Background: an optimization exercise with open tools, aiming at small area. Do not read the settings as production practice. RTL that was checked went through simulation tests only; none was proved equivalent to the original. For run 2, only the layout was checked, not whether the RTL still works. No activity file was given, so power comes from the tool's default toggle rates.

==> flow/design.v, too long to show whole: its modules and the start of the top module <==
// module fir_fa: 4 lines
// module fir_ha: 4 lines
// module fir: 892 lines
module fir #(parameter DWIDTH = 16)
(
  input clk,
  input rstn,
  input signed [DWIDTH-1:0] i_data,
  output signed [(2*DWIDTH)-1:0] o_data
);
  // ...
==> flow/flow/run.sh <==
#!/bin/bash
set -euo pipefail
cd "$(dirname "$0")/.."
export CTS_ARGS="-sink_clustering_enable -repair_clock_nets -dont_use_dummy_load -sink_clustering_size 18 -sink_clustering_max_diameter 70 -buf_list {sky130_fd_sc_hd__clkbuf_8}"
export BUFFER_PORTS_ARGS="-buffer_cell sky130_fd_sc_hd__buf_1"
bash standard.sh > flow_make.log 2>&1
==> flow/standard.sh <==
#!/bin/bash
# synth_recipe.tcl (not shown) runs the flow's synth.tcl, then flattens the netlist and writes it again
# the make line also repeats each setting of config.mk as NAME=value (left out here)
make -C /OpenROAD-flow-scripts/flow DESIGN_CONFIG=/design/flow/config.mk WORK_HOME=/design/flow/orfs CLKGATE_MAP_FILE= SYNTH_SCRIPT=/design/flow/synth_recipe.tcl "${@:-finish}"
==> flow/config.mk <==
export PLATFORM = sky130hd
export DESIGN_NAME = fir
export DESIGN_NICKNAME = fir
export VERILOG_FILES = /design/flow/design.v
export SDC_FILE = /design/flow/constraint.sdc
export NUM_CORES = 4
export LEC_CHECK = 0
export CAP_MARGIN = 20
export CORE_MARGIN = 2
export CORE_UTILIZATION = 40
export SLEW_MARGIN = 20
export SYNTH_HIERARCHICAL = 1
export SYNTH_MINIMUM_KEEP_SIZE = 0
==> flow/constraint.sdc <==
create_clock -name core_clock -period 8.0 [get_ports {clk}]
set_input_delay 1.6000 -clock core_clock [delete_from_list [all_inputs] [get_ports {clk}]]
set_output_delay 1.6000 -clock core_clock [all_outputs]
set_load 0.01 [all_outputs]
==> run notes, run 1 <==
----------------------------------------------------
[Critical path]
  Count of buffering cells on the critical path with inverters included ... 0
  Critical register-to-register path endpoint ... x6[18]
  Reg-to-reg startpoint ... d[18][0]
  Levels on crit path ... 21
  Data required time at the worst endpoint ... 8.45 ns
  Setup crit start kind ... flop

[Power]
  Static Leak ... 9.36 nW
  Power group with the highest consumption ... sequential cells
  Power Clock ... 1.24 mW
  Combinational share of power ... 15.4%
  Portion of total power attributed to the clock network ... 25.2%

[Global route]
  Global Route met3 Usage ... 2.32%
  Most crowded layer after global routing ... met2
  Initial antenna violation count ... 1
  Wire length of the first global-routing pass ... 54000 µm

[Placement]
  Cells after DPL ... 1954
  Post-DP HPWL ... 27900 µm
  Weighted congestion reported at the end of routability-driven placement ... 0.858
  Pre-CTS setup slack ... -0.0736 ns

[Floorplanning]
  Die Width ... 225 µm

[Route]
  Antenna violation net count after detailed routing ... 0
  First-pass DRT Iterations ... 4
  Uppermost layer routed ... met4
  DRC marker count from the first detailed-route iteration ... 293
  DRC violations left ... 0

[Worst hold path]
  Worst hold endpoint ... d[11][13]
  Path class of the lowest-slack min-delay path ... reg2reg

[Logic synthesis]
  Top FF cell, synth ... sky130_fd_sc_hd__dfxtp_1
  Synth top area cells ... sky130_fd_sc_hd__dfxtp_1 (57%), sky130_fd_sc_hd__fa_1 (31%), sky130_fd_sc_hd__ha_1 (4.2%)
  Post-synth ARST share ... 0%
  Area leader, netlist ... sky130_fd_sc_hd__dfxtp_1
  Synth warn ... 8
  Post-synth top cells ... sky130_fd_sc_hd__dfxtp_1 (553), sky130_fd_sc_hd__fa_1 (303), sky130_fd_sc_hd__inv_1 (119)

[Final layout]
  Largest registers ... d x432, acc x32
  Share of cell area taken by flip-flops and latches ... 51.7%
  Final #Nets ... 1761
  Total non-filler cell area in the finished layout ... 21400 µm²

[STA]
  Worst-margin pin slew ... 0.455 ns
  Post-layout minimum cycle time ... 7.74 ns

[Clocking]
  Clock-pin slew on the worst setup and hold paths ... 0.10 ns
  Clock tree buffer depth ... 3
  Clock sink count ... 553

[Run status]
  Status ... timing/DRC/antenna clean

[Run]
  Max-cap check violation count ... 0

----------------------------------------------------
==> inputs of run 2 (changes only) <==
--- a/flow/design.v
+++ b/flow/design.v
@@ -795,108 +795,100 @@
 fir_fa u_b_s480 (.a(b_s138), .b(b_c121), .c(b_c479), .s(b_s480), .co(b_c481));
 wire b_s482, b_c483;
 fir_fa u_b_s482 (.a(b_c139), .b(b_s158), .c(b_c481), .s(b_s482), .co(b_c483));
 wire b_s484, b_c485;
 fir_ha u_b_s484 (.a(b_s180), .b(b_c483), .s(b_s484), .co(b_c485));
 wire b_s486, b_c487;
 fir_ha u_b_s486 (.a(b_s202), .b(b_c485), .s(b_s486), .co(b_c487));
 wire b_s488, b_c489;
-fir_ha u_b_s488 (.a(b_c203), .b(b_s224), .s(b_s488), .co(b_c489));
+fir_fa u_b_s488 (.a(b_s224), .b(b_c203), .c(b_c487), .s(b_s488), .co(b_c489));
 wire b_s490, b_c491;
-fir_ha u_b_s490 (.a(b_c225), .b(b_s246), .s(b_s490), .co(b_c491));
+fir_fa u_b_s490 (.a(b_s246), .b(b_c225), .c(b_c489), .s(b_s490), .co(b_c491));
 wire b_s492, b_c493;
 fir_ha u_b_s492 (.a(b_c247), .b(b_s268), .s(b_s492), .co(b_c493));
 wire b_s494, b_c495;
 fir_ha u_b_s494 (.a(b_c269), .b(b_s290), .s(b_s494), .co(b_c495));
 wire b_s496, b_c497;
 fir_ha u_b_s496 (.a(b_c429), .b(b_s438), .s(b_s496), .co(b_c497));
 wire b_s498, b_c499;
 fir_ha u_b_s498 (.a(b_c439), .b(b_s446), .s(b_s498), .co(b_c499));
 wire b_s500, b_c501;
 fir_ha u_b_s500 (.a(b_c447), .b(b_s452), .s(b_s500), .co(b_c501));
 wire b_s502, b_c503;
 fir_ha u_b_s502 (.a(b_c453), .b(b_s456), .s(b_s502), .co(b_c503));
 wire b_s504, b_c505;
 fir_ha u_b_s504 (.a(b_c457), .b(b_s458), .s(b_s504), .co(b_c505));
 wire b_s506, b_c507;
 fir_ha u_b_s506 (.a(b_n38), .b(b_c459), .s(b_s506), .co(b_c507));
-wire b_g508 = b_c489 | (b_s488 & b_c487);
-wire b_g509 = b_c491 | (b_s490 & b_g508);
-wire b_p510 = b_s490 & b_s488;
-wire b_g511 = b_c495 | (b_s494 & b_c493);
-wire b_p512 = b_s494 & b_s492;
-wire b_g513 = 1'b0 | (b_s338 & 1'b0);
-wire b_p514 = b_s338 & b_s314;
-wire b_g515 = 1'b0 | (b_s380 & 1'b0);
-wire b_p516 = b_s380 & b_s360;
-wire b_g517 = 1'b0 | (b_s414 & 1'b0);
-wire b_p518 = b_s414 & b_s398;
-wire b_g519 = b_c497 | (b_s496 & 1'b0);
-wire b_p520 = b_s496 & b_s428;
-wire b_g521 = b_c501 | (b_s500 & b_c499);
-wire b_p522 = b_s500 & b_s498;
-wire b_g523 = b_c505 | (b_s504 & b_c503);
-wire b_p524 = b_s504 & b_s502;
-wire b_g525 = 1'b0 | (1'b1 & b_c507);
-wire b_p526 = 1'b1 & b_s506;
-wire b_g527 = b_g511 | (b_p512 & b_g509);
-wire b_p528 = b_p512 & b_p510;
-wire b_g529 = b_g515 | (b_p516 & b_g513);
-wire b_p530 = b_p516 & b_p514;
-wire b_g531 = b_g519 | (b_p520 & b_g517);
-wire b_p532 = b_p520 & b_p518;
-wire b_g533 = b_g523 | (b_p524 & b_g521);
-wire b_p534 = b_p524 & b_p522;
-wire b_g535 = b_g529 | (b_p530 & b_g527);
-wire b_p536 = b_p530 & b_p528;
-wire b_g537 = b_g533 | (b_p534 & b_g531);
-wire b_p538 = b_p534 & b_p532;
-wire b_g539 = b_g537 | (b_p538 & b_g535);
-wire b_p540 = b_p538 & b_p536;
-wire b_g541 = b_g531 | (b_p532 & b_g535);
-wire b_p542 = b_p532 & b_p536;
-wire b_g543 = b_g513 | (b_p514 & b_g527);
-wire b_p544 = b_p514 & b_p528;
-wire b_g545 = b_g517 | (b_p518 & b_g535);
-wire b_p546 = b_p518 & b_p536;
-wire b_g547 = b_g521 | (b_p522 & b_g541);
-wire b_p548 = b_p522 & b_p542;
-wire b_g549 = b_g525 | (b_p526 & b_g539);
-wire b_p550 = b_p526 & b_p540;
-wire b_g551 = b_c493 | (b_s492 & b_g509);
-wire b_p552 = b_s492 & b_p510;
-wire b_g553 = 1'b0 | (b_s314 & b_g527);
-wire b_p554 = b_s314 & b_p528;
-wire b_g555 = 1'b0 | (b_s360 & b_g543);
-wire b_p556 = b_s360 & b_p544;
-wire b_g557 = 1'b0 | (b_s398 & b_g535);
-wire b_p558 = b_s398 & b_p536;
-wire b_g559 = 1'b0 | (b_s428 & b_g545);
-wire b_p560 = b_s428 & b_p546;
-wire b_g561 = b_c499 | (b_s498 & b_g541);
-wire b_p562 = b_s498 & b_p542;
-wire b_g563 = b_c503 | (b_s502 & b_g547);
-wire b_p564 = b_s502 & b_p548;
-wire b_g565 = b_c507 | (b_s506 & b_g539);
-wire b_p566 = b_s506 & b_p540;
-wire b_z567 = b_s488 ^ b_c487;
-wire b_z568 = b_s490 ^ b_g508;
-wire b_z569 = b_s492 ^ b_g509;
-wire b_z570 = b_s494 ^ b_g551;
-wire b_z571 = b_s314 ^ b_g527;
-wire b_z572 = b_s338 ^ b_g553;
-wire b_z573 = b_s360 ^ b_g543;
-wire b_z574 = b_s380 ^ b_g555;
-wire b_z575 = b_s398 ^ b_g535;
-wire b_z576 = b_s414 ^ b_g557;
-wire b_z577 = b_s428 ^ b_g545;
-wire b_z578 = b_s496 ^ b_g559;
-wire b_z579 = b_s498 ^ b_g541;
-wire b_z580 = b_s500 ^ b_g561;
-wire b_z581 = b_s502 ^ b_g547;
-wire b_z582 = b_s504 ^ b_g563;
-wire b_z583 = b_s506 ^ b_g539;
-wire b_z584 = 1'b1 ^ b_g565;
-wire [31:0] sum = {b_z584, b_z583, b_z582, b_z581, b_z580, b_z579, b_z578, b_z577, b_z576, b_z575, b_z574, b_z573, b_z572, b_z571, b_z570, b_z569, b_z568, b_z567, b_s486, b_s484, b_s482, b_s480, b_s478, b_s476, b_s474, b_s472, b_s470, b_s468, b_s466, b_s464, b_s462, b_s460};
+wire b_g508 = b_c493 | (b_s492 & b_c491);
+wire b_g509 = b_c495 | (b_s494 & b_g508);
+wire b_p510 = b_s494 & b_s492;
+wire b_g511 = 1'b0 | (b_s338 & 1'b0);
+wire b_p512 = b_s338 & b_s314;
+wire b_g513 = 1'b0 | (b_s380 & 1'b0);
+wire b_p514 = b_s380 & b_s360;
+wire b_g515 = 1'b0 | (b_s414 & 1'b0);
+wire b_p516 = b_s414 & b_s398;
+wire b_g517 = b_c497 | (b_s496 & 1'b0);
+wire b_p518 = b_s496 & b_s428;
+wire b_g519 = b_c501 | (b_s500 & b_c499);
+wire b_p520 = b_s500 & b_s498;
+wire b_g521 = b_c505 | (b_s504 & b_c503);
+wire b_p522 = b_s504 & b_s502;
+wire b_g523 = 1'b0 | (1'b1 & b_c507);
+wire b_p524 = 1'b1 & b_s506;
+wire b_g525 = b_g511 | (b_p512 & b_g509);
+wire b_p526 = b_p512 & b_p510;
+wire b_g527 = b_g515 | (b_p516 & b_g513);
+wire b_p528 = b_p516 & b_p514;
+wire b_g529 = b_g519 | (b_p520 & b_g517);
+wire b_p530 = b_p520 & b_p518;
+wire b_g531 = b_g523 | (b_p524 & b_g521);
+wire b_p532 = b_p524 & b_p522;
+wire b_g533 = b_g527 | (b_p528 & b_g525);
+wire b_p534 = b_p528 & b_p526;
+wire b_g535 = b_g531 | (b_p532 & b_g529);
+wire b_p536 = b_p532 & b_p530;
+wire b_g537 = b_g535 | (b_p536 & b_g533);
+wire b_p538 = b_p536 & b_p534;
+wire b_g539 = b_g529 | (b_p530 & b_g533);
+wire b_p540 = b_p530 & b_p534;
+wire b_g541 = b_g513 | (b_p514 & b_g525);
+wire b_p542 = b_p514 & b_p526;
+wire b_g543 = b_g517 | (b_p518 & b_g533);
+wire b_p544 = b_p518 & b_p534;
+wire b_g545 = b_g521 | (b_p522 & b_g539);
+wire b_p546 = b_p522 & b_p540;
+wire b_g547 = 1'b0 | (b_s314 & b_g509);
+wire b_p548 = b_s314 & b_p510;
+wire b_g549 = 1'b0 | (b_s360 & b_g525);
+wire b_p550 = b_s360 & b_p526;
+wire b_g551 = 1'b0 | (b_s398 & b_g541);
+wire b_p552 = b_s398 & b_p542;
+wire b_g553 = 1'b0 | (b_s428 & b_g533);
+wire b_p554 = b_s428 & b_p534;
+wire b_g555 = b_c499 | (b_s498 & b_g543);
+wire b_p556 = b_s498 & b_p544;
+wire b_g557 = b_c503 | (b_s502 & b_g539);
+wire b_p558 = b_s502 & b_p540;
+wire b_g559 = b_c507 | (b_s506 & b_g545);
+wire b_p560 = b_s506 & b_p546;
+wire b_z561 = b_s492 ^ b_c491;
+wire b_z562 = b_s494 ^ b_g508;
+wire b_z563 = b_s314 ^ b_g509;
+wire b_z564 = b_s338 ^ b_g547;
+wire b_z565 = b_s360 ^ b_g525;
+wire b_z566 = b_s380 ^ b_g549;
+wire b_z567 = b_s398 ^ b_g541;
+wire b_z568 = b_s414 ^ b_g551;
+wire b_z569 = b_s428 ^ b_g533;
+wire b_z570 = b_s496 ^ b_g553;
+wire b_z571 = b_s498 ^ b_g543;
+wire b_z572 = b_s500 ^ b_g555;
+wire b_z573 = b_s502 ^ b_g539;
+wire b_z574 = b_s504 ^ b_g557;
+wire b_z575 = b_s506 ^ b_g545;
+wire b_z576 = 1'b1 ^ b_g559;
+wire [31:0] sum = {b_z576, b_z575, b_z574, b_z573, b_z572, b_z571, b_z570, b_z569, b_z568, b_z567, b_z566, b_z565, b_z564, b_z563, b_z562, b_z561, b_s490, b_s488, b_s486, b_s484, b_s482, b_s480, b_s478, b_s476, b_s474, b_s472, b_s470, b_s468, b_s466, b_s464, b_s462, b_s460};
 always @(posedge clk) acc <= sum & {32{rstn && v14}};
 assign o_data = acc;
 endmodule
==> run notes, run 2 <==
----------------------------------------------------
[Run status]
  Status ... timing/DRC/antenna clean

[STA]
  Setup Viol. Count Final ... 0
  Fmax ... 129 MHz
  Worst setup skew after layout ... 0.0966 ns
  Worst-margin pin slew ... 0.412 ns (-0.0424 ns)
  Post-layout minimum cycle time ... 7.78 ns (+0.0398 ns)
  Ratio of final minimum period to clock period ... 97.2%
  Hold slack final ... 0.292 ns
  Hold Violations, Final ... 0
  Worst relative slew slack ... 72.5%
  Final count of pins violating max slew ... 0

[Logic synthesis]
  Area leader, netlist ... sky130_fd_sc_hd__dfxtp_1
  Count of unique library cells instantiated by Yosys ... 30
  Sequential cell area fraction in the yosys report ... 56.7%
  Post-synth ARST share ... 0% (unchanged)
  Mapped Area ... 19500 µm²
  Post-synthesis net count ... 1631
  Post-synth top cells ... sky130_fd_sc_hd__dfxtp_1 (553), sky130_fd_sc_hd__fa_1 (305), sky130_fd_sc_hd__inv_1 (117)
  Top FF cell, synth ... sky130_fd_sc_hd__dfxtp_1
  Number of enable flip-flop cells after synthesis ... 0
  Synth top area cells ... sky130_fd_sc_hd__dfxtp_1 (57%), sky130_fd_sc_hd__fa_1 (31%), sky130_fd_sc_hd__ha_1 (4.0%)
  Mean area per synthesized cell ... 15.7 µm²
  Cells after synthesis ... 1246
  Synth warn ... 8 (unchanged)
  Total of flip-flops plus latches after synthesis ... 553
  Share of Yosys cell area claimed by the top area cell type ... 56.7%
  Cell with the most instances after synthesis ... sky130_fd_sc_hd__dfxtp_1

[Power]
  PnR Total Power ... 4.89 mW
  Power density over cell area ... 227 nW/µm²
  IR drop worst, VDD ... 148 µV
  Static Leak ... 9.42 nW (+0.61%)

[Critical path]
  Data arrival time of the worst path ... 8.29 ns
  Crit end category ... flop
  Peak fanout along the critical path ... 2
  Data required time at the worst endpoint ... 8.52 ns (+0.07 ns)
  Critical path class ... reg2reg
  Setup crit start kind ... flop

[Clocking]
  Deepest level of the CTS H-tree ... 2
  Worst skew pair latency ... 0.62 ns
  Clock sink count ... 553 (unchanged)
  Clock tree buffer depth ... 3 (unchanged)
  Clock-pin slew on the worst setup and hold paths ... 0.10 ns (about the same)
  Cts hold-fix bufs ... 0
  CTS tree ... yes
  Clock Tree Root ... sky130_fd_sc_hd__clkbuf_8
  CTS Buf Count ... 41

[Route]
  Final WL ... 34100 µm
  DRC violations left ... 0 (unchanged)
  Routed WL per cell ... 17.1 µm
  Number of vias per cell ... 4.32
  Antenna violation net count after detailed routing ... 0 (unchanged)
  DRC marker count from the first detailed-route iteration ... 328 (+12%)
  Routed vias ... 8606
  First-pass DRT Iterations ... 4 (unchanged)

[Global route]
  Wire length of the first global-routing pass ... 54200 µm (+0.49%)
  Initial antenna violation count ... 2 (+1)
  Grt ovf ... 0
  Number of global-route vias before repair ... 9642
  Total track usage ... 14.5%
  Largest net degree at the start of global routing ... 30

[Final layout]
  Register with the most flip-flops ... d
  Commonest cells after routing, fill and taps aside ... sky130_fd_sc_hd__dfxtp_1 (550), sky130_fd_sc_hd__fa_1 (259), sky130_fd_sc_hd__inv_1 (116)
  Largest registers ... d x432, acc x32
  Area Overhead vs Synth ... 10.3%
  Total non-filler cell area in the finished layout ... 21600 µm² (+0.55%)
  Fraction of layout instances using a drive strength above 1 ... 11.2%
  Number of standard cells in the final layout excluding fillers ... 1994
  End-of-flow core utilization ... 44.9%
  Most common cell after layout, fill and taps aside ... sky130_fd_sc_hd__dfxtp_1
  Final #Nets ... 1765 (+0.23%)
  Max FFs per register ... 432
  Filler instances ... 4302

[Placement]
  Post-DP HPWL ... 28000 µm (+0.24%)
  Weighted congestion reported at the end of routability-driven placement ... 0.858 (about the same)
  Placed cell areas ... 20800 µm²
  Number of port buffers ... 49
  Cells after DPL ... 1945 (-0.46%)

[Floorplanning]
  Height of the die ... 225 µm
  Effective utilization at floorplan ... 40.8%
  Total Die Area ... 50600 µm²
  Top-level port count ... 50
  Standard-cell row count ... 80
  Core Area ... 47900 µm²
  Die Width ... 225 µm (about the same)

[Run]
  Max-cap check violation count ... 0 (unchanged)

[Worst hold path]
  Path class of the lowest-slack min-delay path ... reg2reg

----------------------------------------------------
[run 2: area by class of cell]
cell class / instances / area (µm²) / share of cell area (%)
multi-input combinational: 561 / 8090 / 37.5
clock buffer: 41 / 564 / 2.62
inverter: 118 / 443 / 2.06
tap: 615 / 769 / 3.57
sequential: 553 / 11100 / 51.4
antenna: 1 / 2.50 / 0.0116
timing repair buffer: 105 / 604 / 2.80
[run 2: cells by family after synthesis]
family                   Yosys count  synth area share [%]
XOR/XNOR                           9                 0.403
multiplexers                       1                0.0512
flip-flops                       553                  56.7
AND/OR/NAND/NOR                  169                  4.57
buffers and inverters            132                  2.55
AO/OA/AOI/OAI                     15                 0.563
adder cells (fa/ha/maj)          367                  35.2
[run 2: metrics by stage]
| stage | setup TNS [ns] | setup slack, ns |
|---|---|---|
| 2_1_floorplan | 0 | 0.211 |
| 3_3_place_gp | 0 | 0.0215 |
| 3_5_place_dp | -0.163 | -0.0733 |
| 4_1_cts | 0 | 0.00120 |
| 5_1_grt | -0.0480 | -0.0248 |
| 6_report | 0 | 0.222 |
[run 2: worst max-delay path, stage by stage (launching register included)]
cell and delay (ns):
sky130_fd_sc_hd__dfxtp_1 0.32, sky130_fd_sc_hd__and2_1 0.15, sky130_fd_sc_hd__ha_1 0.20, sky130_fd_sc_hd__fa_1 0.39
sky130_fd_sc_hd__fa_2 0.36, sky130_fd_sc_hd__fa_1 0.44, sky130_fd_sc_hd__fa_2 0.36, sky130_fd_sc_hd__fa_2 0.36
sky130_fd_sc_hd__fa_2 0.38, sky130_fd_sc_hd__fa_2 0.37, sky130_fd_sc_hd__fa_2 0.36, sky130_fd_sc_hd__fa_2 0.37
sky130_fd_sc_hd__fa_2 0.35, sky130_fd_sc_hd__fa_1 0.42, sky130_fd_sc_hd__fa_1 0.39, sky130_fd_sc_hd__fa_1 0.39
sky130_fd_sc_hd__fa_2 0.36, sky130_fd_sc_hd__fa_1 0.51, sky130_fd_sc_hd__fa_1 0.40, sky130_fd_sc_hd__ha_1 0.19
sky130_fd_sc_hd__ha_1 0.19, sky130_fd_sc_hd__fa_1 0.42
[run 2: what timing repair did]
action | 4_1_cts | 5_1_grt
setup endpoints to repair | 9 | 14
pin swaps | 2 | 12
resized for setup | 12 | 40
buffers inserted | 0 | 7
[run 2: worst paths after layout]
check | endpoint | cells past startpoint | slack, ns | startpoint
setup / recovery | x2[18] | 21 | 0.22 | d[14][0]
hold / removal | d[3][1] | 0 | 0.29 | d[2][1]
setup reg to reg | x2[18] | 21 | 0.22 | d[14][0]
hold reg to reg | d[3][1] | 0 | 0.29 | d[2][1]
[run 2: metal layers]
layer / routed length [µm] / track usage (%) / up-vias
met5: 0 / 0 / -
met4: 965 / 5.26 / 0
met3: 1360 / 2.49 / 65
met2: 15800 / 23.5 / 136
met1: 15900 / 19.7 / 4384
li1: - / - / 4021
[run 2: power breakdown]
part | leakage (nW) | switching (mW) | internal (mW) | total [mW]
Combinational | 4.49 | 0.377 | 0.352 | 0.728
Sequential | 4.63 | 0.0459 | 2.87 | 2.92
Clock | 0.295 | 0.786 | 0.460 | 1.25
[run 2: modules after synthesis (local to each module, per instance)]
module / cells inside / flops+latches
fir: 912 / 553
fir_fa: 1 / 0
fir_ha: 1 / 0

==> re-timing with driven ports <==
The flow's constraints put no driver on any port. The routed layouts listed below were extracted and timed again, unchanged, in two steps.
Step 1 assumes that a clkbuf_16 drives the clock port and a buf_2 every other input.
Step 2 adds t to the input delays and takes it off the output delays; t is the mean of the earliest and latest rising clock arrival at the registers after step 1. Input paths then give back, and output paths get back, about the clock's delay inside the block.
Slacks: no drivers / after step 1 / after step 2; pairs: no drivers / after step 1.
run | t (ns) | slack for setup (ns) | latest minus earliest clock arrival (ns)
run 1 | 0.646 | 0.262 / 0.262 / 0.262 | 0.090 / 0.090
run 2 | 0.629 | 0.222 / 0.222 / 0.222 | 0.097 / 0.097
After both steps setup and hold are still met in every run listed.
